What follows belongs to an exercise in optimizing a design on an open flow for small area, a short achievable clock period and few clock cycles; a production flow would make more cautious choices. Function was checked by simulation only, so behaviour that the tests miss may differ from the original. The clock input has no modelled driver; a real chip could not lean on it and would need a root buffer or a full tree.

run 1:
// csi_top
module csi_top (
	input  logic        clk,
	input  logic        rst_n,
	input  logic        start,
	output logic [17:0] sram_addr,
	output logic [15:0] sram_wdata,
	output logic        sram_we_n,
	input  logic [15:0] sram_rdata,
	output logic        done
);
Settings: LEC_CHECK=0, CAP_MARGIN=20, CORE_MARGIN=2, CORE_UTILIZATION=65, CTS_CLUSTER_DIAMETER=100, CTS_CLUSTER_SIZE=30, PLACE_DENSITY=0.75, SLEW_MARGIN=20, SYNTH_HIERARCHICAL=1, SYNTH_MINIMUM_KEEP_SIZE=0; clock period 17.0 ns.
standard.sh (not shown) runs the stock make flow with config.mk's settings and CLKGATE_MAP_FILE= SYNTH_SCRIPT=/design/flow/synth_recipe.tcl, a recipe that flattens the netlist after the stock synthesis.
==> flow/flow/run.sh <==
#!/bin/bash
# Standard ORFS layout with buf_2 port buffers, clock tree options below, and
# timing repair aimed at a 4.3 ns path delay. The constraints stay the design's.
set -euo pipefail
bash standard.sh "BUFFER_PORTS_ARGS=-buffer_cell sky130_fd_sc_hd__buf_2" SETUP_SLACK_MARGIN=12.7 \
  "CTS_ARGS=-sink_clustering_enable -repair_clock_nets -sink_clustering_size 40 -sink_clustering_max_diameter 70 -dont_use_dummy_load" \
  finish > flow.log 2>&1
Testbench counts of run 1, summed over its fixed seeds: cycles 2,304,324.
Inputs modified between run 1 and run 2:
==> flow/flow/run.sh <==
#!/bin/bash
# Standard ORFS layout with buf_2 port buffers and timing repair aimed at a
# 4.3 ns path delay (the constraints stay the design's: 17 ns clock).
set -euo pipefail
bash standard.sh "BUFFER_PORTS_ARGS=-buffer_cell sky130_fd_sc_hd__buf_2" SETUP_SLACK_MARGIN=12.7 finish > flow.log 2>&1
--- outcome ---
- Run 2 completed; timing, DRC and antenna clean
- Delta (run 2 minus run 1): worst setup margin fell by 0.023 ns, utilization after layout -0.29 points, non-clock buffer count now larger.
- As far as full die area goes, run 2 and run 1 are indistinguishable; the numbers are identical.
- | final area | run 2 vs run 1 | better |
- Run 1 → run 2: via count of the first global-routing pass fell 0.77%; routed wire length closely matched the old numbers; post-layout instance count excluding filler cells barely changed; worst slack on hold paths rose 0.088 ns.
What run 3 does differently from run 2 at the input level:
==> flow/flow/run.sh <==
#!/bin/bash
# Standard ORFS layout with buf_2 port buffers, clock tree options below, and
# timing repair aimed at a 4.3 ns path delay. The constraints stay the design's.
set -euo pipefail
bash standard.sh "BUFFER_PORTS_ARGS=-buffer_cell sky130_fd_sc_hd__buf_2" SETUP_SLACK_MARGIN=12.7 \
  "CTS_ARGS=-sink_clustering_enable -repair_clock_nets -sink_clustering_size 30 -sink_clustering_max_diameter 100 -dont_use_dummy_load -sink_clustering_levels 1" \
  finish > flow.log 2>&1
Findings:
Side by side, share of final-layout standard cells stronger than drive strength 1 turned out lower in run 3 than in run 2. Count of clock-net buffers in the final layout down 6 in run 3 wrt run 2. Die area: run 2 vs run 3 identical. Across both runs, clock period minus final worst setup slack was lower for run 3 than for run 2. Maximum frequency of run 3 exceeds that of run 2 slightly. The non-clock buffer count in run 3 was lower than what run 2 gave.
Here is what was changed in the inputs of run 4 compared with run 3.
- a change of CORE_UTILIZATION from 65 to 75
- a change of PLACE_DENSITY from 0.75 to 0.85
Results
- Run 3 did not stop at any stage, and its layout met the timing, DRC and antenna checks.
- Run 4: full flow OK, the timing, DRC and antenna checks passed
- Run 4 against run 3: overall global routing resource usage rose by 4.4 points.
- Share of cell area taken by muxes after synthesis: run 3 vs run 4, no meaningful difference

csi_top, a different RTL version from the one above (not shown whole).
Size in the first run: ~1,500 cells after synthesis, ~310 flip-flops, ~55 I/O pins.
==> flow/config.mk <==
export PLATFORM = sky130hd
export DESIGN_NAME = csi_top
export DESIGN_NICKNAME = csi_top
export VERILOG_FILES = /design/flow/design.v
export SDC_FILE = /design/flow/constraint.sdc
export NUM_CORES = 4
export LEC_CHECK = 0
export CAP_MARGIN = 20
export CORE_MARGIN = 2
export CORE_UTILIZATION = 65
export CTS_CLUSTER_DIAMETER = 100
export CTS_CLUSTER_SIZE = 30
export PLACE_DENSITY = 0.75
export SLEW_MARGIN = 20
export SYNTH_HIERARCHICAL = 1
export SYNTH_MINIMUM_KEEP_SIZE = 0
==> flow/constraint.sdc <==
create_clock -name core_clock -period 17.0 [get_ports {clk}]
set_input_delay 3.4000 -clock core_clock [delete_from_list [all_inputs] [get_ports {clk}]]
set_output_delay 3.4000 -clock core_clock [all_outputs]
set_load 0.01 [all_outputs]
==> flow/flow/run.sh <==
#!/bin/bash
# Standard ORFS layout with buf_2 port buffers, the clock tree options below with
# its branch-buffer level removed (flow/post_cts.tcl), and timing repair aimed
# at a 4.3 ns path delay. The constraints stay the design's (17 ns clock).
set -euo pipefail
here=$(pwd)
bash standard.sh "BUFFER_PORTS_ARGS=-buffer_cell sky130_fd_sc_hd__buf_2" SETUP_SLACK_MARGIN=12.7 \
  "CTS_ARGS=-sink_clustering_enable -repair_clock_nets -sink_clustering_size 30 -sink_clustering_max_diameter 100 -dont_use_dummy_load -sink_clustering_levels 1" \
  "POST_CTS_TCL=$here/flow/post_cts.tcl" \
  finish > flow.log 2>&1
Other scripts of this flow, unchanged in this note and not shown: flow/flow/post_cts.tcl
The first run finished clean.
Testbench counts at the start, summed over its fixed seeds: cycles 2,304,324.
Edit:
==> flow/flow/run.sh (replaced) <==
#!/bin/bash
# Standard ORFS layout with buf_2 port buffers, the clock tree options below with
# its branch-buffer level removed (flow/post_cts.tcl), and timing repair aimed
# at a 4.2 ns path delay. The constraints stay the design's (17 ns clock).
set -euo pipefail
here=$(pwd)
bash standard.sh "BUFFER_PORTS_ARGS=-buffer_cell sky130_fd_sc_hd__buf_2" SETUP_SLACK_MARGIN=12.8 MATCH_CELL_FOOTPRINT=0 \
  "CTS_ARGS=-sink_clustering_enable -repair_clock_nets -sink_clustering_size 24 -sink_clustering_max_diameter 100 -dont_use_dummy_load -sink_clustering_levels 1" \
  "POST_CTS_TCL=$here/flow/post_cts.tcl" \
  finish > flow.log 2>&1
What happened: Critical path depth is unchanged; utilization is higher by 0.87 points; sequential share of layout area is lower by 0.31 points; wire length is higher by 1.1%; setup slack loses 3.1 ps.

afterwards: timing with drivers on the ports:
No port has a modelled driver above. Below, the same layouts with a new extraction and two added sets of constraints. Step 1 (the two cells are an assumption about what drives the block):
set clk [get_ports {clk}]
set_driving_cell -lib_cell sky130_fd_sc_hd__clkbuf_16 $clk
set_driving_cell -lib_cell sky130_fd_sc_hd__buf_2 [delete_from_list [all_inputs] $clk]
Step 2 also shifts input and output timing later by t, the mid clock arrival at the registers, as if the neighbouring blocks saw the same clock. a / b / c = ideal ports / drivers / drivers and shift; a / b = the first two.
| run | t, ns | slack for setup (ns) | worst data-port slew with drivers (ns) | cell pins on the clock port's net |
|---|---|---|---|---|
| run 1 | 0.570 | 12.557 / 12.505 / 12.734 | 0.03 | 1 |
| run 2 | 0.570 | 12.533 / 12.479 / 12.657 | 0.04 | 1 |
| run 3 | 0.542 | 12.563 / 12.509 / 12.752 | 0.03 | 1 |
| run 4 | 0.540 | 12.537 / 12.487 / 12.712 | 0.03 | 1 |
| the first run of note 2 | 0.399 | 12.723 / 12.644 / 12.808 | 0.03 | 3 |
| the second run of note 2 | 0.398 | 12.720 / 12.644 / 12.906 | 0.03 | 3 |
After both steps setup and hold are still met in every run listed.
